What follows belongs to an exercise in optimizing a design on an open flow for small area, a short achievable clock period and few clock cycles; a production flow would make more cautious choices.
Function was checked by simulation only, so behaviour that the tests miss may differ from the original.

== lane 1 ==
// csi_top
module csi_top (
	input  logic        clk,
	input  logic        rst_n,
	input  logic        start,
	output logic [17:0] sram_addr,
	output logic [15:0] sram_wdata,
	output logic        sram_we_n,
	input  logic [15:0] sram_rdata,
	output logic        done
);
Size in the first run: roughly 1600 cells after synthesis, roughly 320 flip-flops, about 55 I/O pins.
==> flow/config.mk <==
export PLATFORM = sky130hd
export DESIGN_NAME = csi_top
export DESIGN_NICKNAME = csi_top
export VERILOG_FILES = /design/flow/design.v
export SDC_FILE = /design/flow/constraint.sdc
export NUM_CORES = 4
export LEC_CHECK = 0
export CAP_MARGIN = 0
export CORE_MARGIN = 2
export CORE_UTILIZATION = 65
export CTS_CLUSTER_DIAMETER = 100
export CTS_CLUSTER_SIZE = 30
export PLACE_DENSITY = 0.75
export SLEW_MARGIN = 0
export SYNTH_HIERARCHICAL = 1
export SYNTH_MINIMUM_KEEP_SIZE = 0
==> flow/constraint.sdc <==
create_clock -name core_clock -period 17.0 [get_ports {clk}]
set_input_delay 3.4000 -clock core_clock [delete_from_list [all_inputs] [get_ports {clk}]]
set_output_delay 3.4000 -clock core_clock [all_outputs]
set_load 0.01 [all_outputs]
standard.sh (not shown) runs the stock make flow with config.mk's settings and CLKGATE_MAP_FILE= SYNTH_SCRIPT=/design/flow/synth_recipe.tcl, a recipe that flattens the netlist after the stock synthesis.
==> flow/flow/run.sh <==
#!/bin/bash
# Standard ORFS layout with buf_2 port buffers, clock tree options below, and
# timing repair aimed at a 4.3 ns path delay. The constraints stay the design's.
set -euo pipefail
bash standard.sh "BUFFER_PORTS_ARGS=-buffer_cell sky130_fd_sc_hd__buf_2" SETUP_SLACK_MARGIN=12.7 \
  "CTS_ARGS=-sink_clustering_enable -repair_clock_nets -sink_clustering_size 30 -sink_clustering_max_diameter 100 -dont_use_dummy_load -sink_clustering_levels 1" \
  finish > flow.log 2>&1
Lane 1 finished every stage and its layout cleared the timing, DRC and antenna checks.
Testbench counts of lane 1, summed over its fixed seeds: cycles 2,304,324.
> inputs changed (lane 1 -> lane 2)
Settings: CAP_MARGIN now 20, was 0; SLEW_MARGIN now 20, was 0.
[summary]
- The global-route usage on lane 1 is in line with that on lane 2.
- Starting DRC count in detailed routing (higher): lane 2
- In terms of cell area, lane 2 and lane 1 differ only marginally.
- Taking lane 1 as the reference point, the met2 global-route usage of lane 2 falls by 0.45 points.
- Going from lane 1 to lane 2, the layout cell share with drive strength beyond 1 was found to have gone down by 0.24 points.
Here is what was changed in the inputs of lane 3 compared with lane 2.
==> flow/flow/run.sh <==
#!/bin/bash
# Standard ORFS layout with buf_2 port buffers, clock tree options below, and
# timing repair aimed at a 4.3 ns path delay. The constraints stay the design's.
set -euo pipefail
bash standard.sh "BUFFER_PORTS_ARGS=-buffer_cell sky130_fd_sc_hd__buf_2" SETUP_SLACK_MARGIN=12.7 \
  "CTS_ARGS=-sink_clustering_enable -repair_clock_nets -sink_clustering_size 40 -sink_clustering_max_diameter 70 -dont_use_dummy_load" \
  finish > flow.log 2>&1
### Flow results
Lane 3 has completed all stages; timing, DRC and antenna checks passed. Lane 3 ends up with a non-filler instance count after layout that is 13 higher than in lane 2. Diff lane 3 and lane 2: wire length of the first global-routing pass higher in lane 3. Cmp lane 3 and lane 2 / setup slack / lower: lane 3. Compared with lane 2, in lane 3 slack of the worst reg-to-reg path lost 0.02 ns; sequential share of layout area moved down. Lane 3 vs. lane 2: area added between synthesis and finish went up by 1.4 points. Routed wire in lane 3 totals more than in lane 2. Looking at lane 3 and lane 2, the XOR/XNOR share of the synthesized area is a wash. Comparing lane 3 and lane 2, the higher final area is on lane 3.

========
Setup of west:
Another version of the RTL of csi_top (not shown whole).
For scale: about 1700 cells after synthesis, roughly 350 flip-flops.
export LEC_CHECK = 0
export CAP_MARGIN = 20
export CORE_MARGIN = 2
export CORE_UTILIZATION = 65
export CTS_CLUSTER_DIAMETER = 70
export CTS_CLUSTER_SIZE = 36
export PLACE_DENSITY = 0.75
export SLEW_MARGIN = 20
export SYNTH_HIERARCHICAL = 1
export SYNTH_MINIMUM_KEEP_SIZE = 0
create_clock -name core_clock -period 17.0 [get_ports {clk}]
==> flow/flow/run.sh <==
#!/bin/bash
# Standard ORFS layout with buf_2 port buffers and timing repair aimed at a
# 4.3 ns path delay (the constraints stay the design's: 17 ns clock).
set -euo pipefail
bash standard.sh "BUFFER_PORTS_ARGS=-buffer_cell sky130_fd_sc_hd__buf_2" SETUP_SLACK_MARGIN=12.7 finish > flow.log 2>&1
Testbench counts of west, summed over its fixed seeds: cycles 2,304,384.
Changes in east relative to west:
Settings: a change of CTS_CLUSTER_DIAMETER from 70 to 100; a change of CTS_CLUSTER_SIZE from 36 to 30.
-- flow/flow/run.sh --
<<< west, line 5
bash standard.sh "BUFFER_PORTS_ARGS=-buffer_cell sky130_fd_sc_hd__buf_2" SETUP_SLACK_MARGIN=12.7 finish > flow.log 2>&1
>>> east, line 5
bash standard.sh "BUFFER_PORTS_ARGS=-buffer_cell sky130_fd_sc_hd__buf_2" SETUP_SLACK_MARGIN=12.8 MATCH_CELL_FOOTPRINT=0 finish > flow.log 2>&1
Findings:
| first-pass GRT wire length | east vs west | better |. Looking at west and east, the final cell count is a wash. On worst setup slack after placement, west tracks east almost exactly. west → east: fraction of standard cell area in multi-input logic grew by 0.67 points, met3 usage shrank by 0.50 points. Final wirelength went down slightly going from west to east. Going from west to east, the share of final-layout standard cells stronger than drive strength 1 was found to have gone down by 0.55 points. Compared with west, east has extra setup slack.

========
onyx:
Starting RTL as in the previous note.
clock: 17.0 ns
lec_check: 0
cap_margin: 20
core_margin: 2
core_utilization: 65
place_density: 0.75
slew_margin: 20
synth_hierarchical: 1
synth_minimum_keep_size: 0
==> flow/flow/run.sh <==
#!/bin/bash
# Standard ORFS layout with buf_2 port buffers and timing repair aimed at a
# 4.3 ns path delay (the constraints stay the design's: 17 ns clock).
set -euo pipefail
bash standard.sh "BUFFER_PORTS_ARGS=-buffer_cell sky130_fd_sc_hd__buf_2" SETUP_SLACK_MARGIN=12.7 finish > flow.log 2>&1
The final layout from onyx, which completed every stage, passed the timing, DRC and antenna checks at the end of the flow.
Testbench counts of onyx, summed over its fixed seeds: cycles 2,304,384.
### onyx -> maple
- PLACE_DENSITY now 0.6, was 0.75
- CORE_UTILIZATION now 40, was 65
### Flow results
- The flow did not stop early for maple: all stages ran, and the layout cleared the timing, DRC and antenna checks.
- onyx completed end to end with timing, DRC and antenna clean.
- Against onyx, the final cell area of maple is higher.
- When the final numbers for onyx and maple were put side by side, the via count turned out to be smaller in maple.
- maple vs. onyx: overall routed net length went up by about 2.6%.

==> port drivers added, routing unchanged <==
In the flow no input, the clock included, has a driving cell. The finished layouts below were timed again as built, in two steps. Step 1, drivers: a clkbuf_16 drives clk and a buf_2 each remaining input, both assumed. Step 2, shift: input delay + t, output delay - t, t = (earliest + latest rising clock arrival at the registers) / 2. This alone moves slack from input paths to output paths. a / b / c = ideal ports / drivers / drivers and shift; a / b = the first two.
run | shift t [ns] | slack for setup (ns) | worst setup path at the end | clock arrival spread, ns | cell pins on the clock port's net
lane 1 | 0.552 | 12.561 / 12.503 / 12.694 | register to register | 0.076 / 0.077 | 1
lane 2 | 0.542 | 12.563 / 12.509 / 12.752 | register to register | 0.077 / 0.077 | 1
lane 3 | 0.570 | 12.557 / 12.505 / 12.734 | register to register | 0.082 / 0.082 | 1
west | 0.603 | 12.499 / 12.447 / 12.743 | register to register | 0.046 / 0.046 | 1
east | 0.570 | 12.526 / 12.473 / 12.809 | register to register | 0.041 / 0.041 | 1
onyx | 0.572 | 12.562 / 12.508 / 12.721 | register to register | 0.027 / 0.027 | 1
maple | 0.599 | 12.529 / 12.477 / 12.775 | register to register | 0.034 / 0.033 | 1
After both steps setup and hold are still met in every run listed.
